Source: an optimization exercise on an open RTL-to-GDS flow (aim: small area, a short achievable clock period and few clock cycles). Production flows keep margins and buffers that such runs may drop. Where RTL was checked, it was by simulation tests only, not by an equivalence proof against the original. No activity file was given, so power comes from the tool's default toggle rates.

==> 08-18 <==
## modular_reduction
module modular_reduction #(
    parameter DATA_WIDTH = 48,
    parameter Q_WIDTH    = 23
) (
    input  wire clk,
    input  wire rst_n,
    input  wire start,
    output reg  done,
    input  wire [DATA_WIDTH-1:0] data_in,
    output wire [Q_WIDTH-1:0]    data_out
);
==> flow/config.mk <==
export PLATFORM = sky130hd
export DESIGN_NAME = modular_reduction
export DESIGN_NICKNAME = modular_reduction
export VERILOG_FILES = /design/flow/design.v
export SDC_FILE = /design/flow/constraint.sdc
export NUM_CORES = 4
export LEC_CHECK = 0
export CAP_MARGIN = 20
export CORE_MARGIN = 2
export CORE_UTILIZATION = 40
export SETUP_SLACK_MARGIN = 0.6
export SLEW_MARGIN = 20
==> flow/constraint.sdc <==
create_clock -name core_clock -period 5.0 [get_ports {clk}]
set_input_delay 1.0000 -clock core_clock [delete_from_list [all_inputs] [get_ports {clk}]]
set_output_delay 1.0000 -clock core_clock [all_outputs]
set_load 0.01 [all_outputs]
standard.sh (not shown) runs the stock make flow with config.mk's settings and CLKGATE_MAP_FILE= SYNTH_SCRIPT=/design/flow/synth_recipe.tcl, a recipe that flattens the netlist after the stock synthesis.
==> flow/flow/run.sh <==
#!/bin/bash
# Own layout flow: the standard flow with these changes.
#  - Synthesis: the standard flow's synthesis script, except that
#    * Yosys's extract_fa runs only inside module fa3 (the RTL's full adder),
#      so every fa3 becomes one sky130_fd_sc_hd__fa_1 and all other logic is
#      left to abc (no half adders or inverters forced around adders);
#    * the modules named in flow/abc_mods.txt are kept as their own modules
#      until the final flatten, and abc maps each of them with the script
#      named beside it (scripts in flow/).
#    Everything else, including the final flatten and renaming, is
#    synth_recipe.tcl as given.
#  - Port buffers: plain sky130_fd_sc_hd__buf_1 instead of the buffer that
#    buffer_ports picks by itself (a 0.5 ns clkdlybuf4s50_1).
# make's output goes to standard.log; each ORFS step keeps its own log.
set -euo pipefail
W=$PWD
S="$FLOW_HOME/scripts/synth.tcl"
grep -q 'extract_fa {\*}\[dont_use_extract_fa_args\]' "$S"
grep -q '^  log_cmd abc {\*}$abc_args$' "$S"
MODS=""
KEEP="fa3"
ABC_TCL=""
while read -r m s; do
  [[ -z "$m" ]] && continue
  [[ -f "$W/flow/$s" ]]
  ABC_TCL+="  set a \$abc_args\\n  lset a 1 $W/flow/$s\\n  log_cmd abc {*}\$a $m\\n"
  [[ "$m" != "$FLOW_TOP" ]] && KEEP+=" $m"
done < "$W/flow/abc_mods.txt"
sed -e 's/extract_fa {\*}\[dont_use_extract_fa_args\]/extract_fa -fa fa3/' \
  -e "s#^  log_cmd abc {\*}\$abc_args\$#$ABC_TCL#" \
  "$S" > "$W/own_synth_body.tcl"
sed "s#source \$::env(SCRIPTS_DIR)/synth.tcl#source $W/own_synth_body.tcl#" \
  "$W/synth_recipe.tcl" > "$W/own_synth.tcl"
grep -q "own_synth_body.tcl" "$W/own_synth.tcl"
bash standard.sh "SYNTH_SCRIPT=$W/own_synth.tcl" "SYNTH_KEEP_MODULES=$KEEP" \
  "BUFFER_PORTS_ARGS=-buffer_cell sky130_fd_sc_hd__buf_1" finish > standard.log 2>&1
==> flow/flow/abc3.script <==
strash
dch
map -a
topo
stime -c
buffer -c
upsize -c
dnsize -c
==> flow/flow/abc8.script <==
strash
dch
map
topo
stime -c
buffer -c
upsize -c
dnsize -c
==> flow/flow/abc_mods.txt <==
cpa abc8.script
outside abc8.script
modular_reduction abc3.script
==> inputs of 05-17, as changes to 08-18 <==
--- a/flow/design.v
+++ b/flow/design.v
@@ -101,27 +101,10 @@
   fa3 u_fs58 (.a(fs14), .b(fc35), .c(fs36), .s(fs58), .co(fc58));
   fa3 u_fs59 (.a(fs15), .b(fc36), .c(fs37), .s(fs59), .co(fc59));
   fa3 u_fs60 (.a(~x[45]), .b(hs12), .c(fc37), .s(fs60), .co(fc60));
   wire [25:0] ra = {1'b0, fc60, fc59, fc58, fc57, fc56, fc55, fc54, fc53, fc52, ~fc51, fc50, fc49, fc48, ~fc47, ~fc46, ~fc45, ~fc44, fc43, fc42, fc41, ~fc40, fc39, fc38, hc13, hs13};
   wire [25:0] rb = {1'b0, hc12, fs60, fs59, fs58, fs57, fs56, fs55, fs54, fs53, fs52, ~fs51, fs50, fs49, fs48, ~fs47, ~fs46, ~fs45, ~fs44, fs43, fs42, fs41, ~fs40, fs39, fs38, hs11};
-  wire [25:0] y_next;
-  cpa u_cpa (.ra(ra), .rb(rb), .y_next(y_next));
-  reg [25:0] y;
-  always @(posedge clk) begin
-    y <= y_next;
-  end
-  always @(posedge clk or negedge rst_n) begin
-    if (!rst_n) done <= 1'b0;
-    else        done <= start;
-  end
-  outside u_out (.y(y), .data_out(data_out));
-endmodule
-module cpa (
-    input  wire [25:0] ra,
-    input  wire [25:0] rb,
-    output wire [25:0] y_next
-);
   wire [25:0] g0 = ra & rb;
   wire [25:0] p0 = ra ^ rb;
   wire G0_1 = g0[1] | (p0[1] & g0[0]);
   wire G0_3 = g0[3] | (p0[3] & g0[2]);
   wire P0_3 = p0[3] & p0[2];
@@ -210,16 +193,19 @@
   wire G4_22 = G2_22 | (P2_22 & G3_15);
   wire G4_23 = G2_23 | (P2_23 & G3_15);
   wire G4_24 = G3_24 | (P3_24 & G3_15);
   wire G4_25 = G3_25 | (P3_25 & G3_15);
   wire [25:0] cy = {G4_24, G4_23, G4_22, G4_21, G4_20, G4_19, G4_18, G4_17, G4_16, G3_15, G3_14, G3_13, G3_12, G3_11, G3_10, G3_9, G3_8, G2_7, G2_6, G2_5, G2_4, G1_3, G1_2, G0_1, g0[0], 1'b0};
-  assign y_next = p0 ^ cy;
-endmodule
-module outside (
-    input  wire [25:0] y,
-    output wire [22:0]   data_out
-);
+  wire [25:0] y_next = p0 ^ cy;
+  reg [25:0] y;
+  always @(posedge clk) begin
+    y <= y_next;
+  end
+  always @(posedge clk or negedge rst_n) begin
+    if (!rst_n) done <= 1'b0;
+    else        done <= start;
+  end
   wire [2:0]  yh = y[25:23];
   wire [9:0]  H  = y[22:13];
   wire [12:0] L  = y[12:0];
   wire        allH = &H[9:3];
   wire        Lnz  = |L[12:3];
@@ -404,42 +390,28 @@
   assign b3 = up ? b3_1 : b3_0;
   assign l3 = up ? l3_1 : l3_0;
   assign c16 = up ? c16_1 : c16_0;
   assign h3 = up ? h3_1 : h3_0;
   wire [9:0]  fl;
-  wire [9:0]  zl;                        
   genvar gi;
-  assign zl[0] = 1'b1;
-  generate
-    for (gi = 1; gi < 10; gi = gi + 1) begin : g_zl
-      assign zl[gi] = zl[gi-1] & ~L[gi+2];
-    end
-  endgenerate
   generate
     for (gi = 0; gi < 10; gi = gi + 1) begin : g_dec
       if (gi == 0) begin : g0
         assign fl[gi] = b3;
       end else begin : gn
-        assign fl[gi] = b3 & zl[gi];
+        assign fl[gi] = b3 & ~|L[gi+2:3];
       end
     end
   endgenerate
   wire [9:0]  mid = L[12:3] ^ fl;
   wire [6:0]  fh;
-  wire [6:0]  ah;                        
-  assign ah[0] = 1'b1;
-  generate
-    for (gi = 1; gi < 7; gi = gi + 1) begin : g_ah
-      assign ah[gi] = ah[gi-1] & H[gi+2];
-    end
-  endgenerate
   generate
     for (gi = 0; gi < 7; gi = gi + 1) begin : g_inc
       if (gi == 0) begin : g0
         assign fh[gi] = c16;
       end else begin : gn
-        assign fh[gi] = c16 & ah[gi];
+        assign fh[gi] = c16 & (&H[gi+2:3]);
       end
     end
   endgenerate
   wire [6:0]  hi = H[9:3] ^ fh;
   assign data_out = {hi, h3, mid, l3};
==> flow/flow/run.sh (replaced) <==
#!/bin/bash
# Own layout flow: the standard flow with two changes.
#  - Synthesis: the standard flow's synthesis script, except that Yosys's extract_fa runs
#    only inside module fa3 (the RTL's full adder), which is kept as its own
#    module until the final flatten, so every fa3 becomes one
#    sky130_fd_sc_hd__fa_1 and all other logic is left to abc (no half adders
#    and no inverters forced around extracted adders). Everything else,
#    including the final flatten and renaming, is synth_recipe.tcl as given.
#  - abc runs flow/abc.script instead of ORFS's abc_area/abc_speed script.
#  - Port buffers: plain sky130_fd_sc_hd__buf_1 instead of the buffer that
#    buffer_ports picks by itself (a 0.5 ns clkdlybuf4s50_1).
set -euo pipefail
W=$PWD
grep -q 'extract_fa {\*}\[dont_use_extract_fa_args\]' "$FLOW_HOME/scripts/synth.tcl"
grep -q '^  log_cmd abc {\*}$abc_args$' "$FLOW_HOME/scripts/synth.tcl"
sed -e 's/extract_fa {\*}\[dont_use_extract_fa_args\]/extract_fa -fa fa3/' \
  -e "s#^  log_cmd abc {\*}\$abc_args\$#  lset abc_args 1 $W/flow/abc.script\n  log_cmd abc {*}\$abc_args#" \
  "$FLOW_HOME/scripts/synth.tcl" > "$W/own_synth_body.tcl"
grep -q "flow/abc.script" "$W/own_synth_body.tcl"
sed "s#source \$::env(SCRIPTS_DIR)/synth.tcl#source $W/own_synth_body.tcl#" \
  "$W/synth_recipe.tcl" > "$W/own_synth.tcl"
grep -q "own_synth_body.tcl" "$W/own_synth.tcl"
bash standard.sh "SYNTH_SCRIPT=$W/own_synth.tcl" "SYNTH_KEEP_MODULES=fa3" \
  "BUFFER_PORTS_ARGS=-buffer_cell sky130_fd_sc_hd__buf_1" finish > standard.log 2>&1
==> flow/flow/abc.script (new file) <==
strash
dch
map -a
topo
stime -c
buffer -c
upsize -c
dnsize -c
ABC_AREA = 1   (was unset)
removed: flow/flow/abc3.script
removed: flow/flow/abc8.script
removed: flow/flow/abc_mods.txt
==> qor summary <==
                                                                             05-17           08-18
Last weighted congestion value of the routability-driven placer              0.879           0.883
Share of cell area taken by flip-flops and latches                           12.1%           10.4%
DRT iter0 DRCs                                                                 102             306
Die area                                                                0.0107 mm2      0.0127 mm2
Number of optimization iterations in the first detailed-route pass               4               5
Run status                                                          finished clean  finished clean
PD cells                                                                501 mW/mm2      509 mW/mm2
Worst-path maximum fanout                                                        4              13
Total power draw                                                           2260 uW         2660 uW
Part of the total power dissipated in combinational logic                    74.0%           75.4%
Number of logic stages on the critical path including buffering                 16              10
Total leakage power                                                     0.00196 uW      0.00239 uW
Final design utilization                                                     46.6%           45.6%
HPWL after detailed placement                                              8.27 mm         10.8 mm
Testbench counts of 05-17, summed over its fixed seeds: cycles 16,000.
The RTL of 08-18 was laid out without a check of its function.

## re-timing with driven ports
How much do the figures lean on ideal ports? The routed layouts below were timed once more, with nothing changed but the port constraints. Step 1: set_driving_cell puts a clkbuf_16 on clk and a buf_2 on each other input, an assumption about the parent block. Step 2 also shifts input and output timing later by t, the mid clock arrival at the registers, as if the neighbouring blocks saw the same clock. Three values: ideal ports, drivers, drivers and shift; two values: the first two.
run	shift t [ns]	slack for setup (ns)	worst setup path after step 2	latest minus earliest clock arrival (ns)	worst data-port slew with drivers (ns)
08-18	0.286	1.017 / 0.985 / 0.734	input to register	0.006 / 0.006	0.04
05-17	0.307	0.843 / 0.848 / 0.541	input to register	0.004 / 0.004	0.04
After both steps every run listed still meets setup and hold. For 05-17, which loses most, drivers alone change the setup slack by +0.005 ns; drivers and shift together by -0.302 ns.
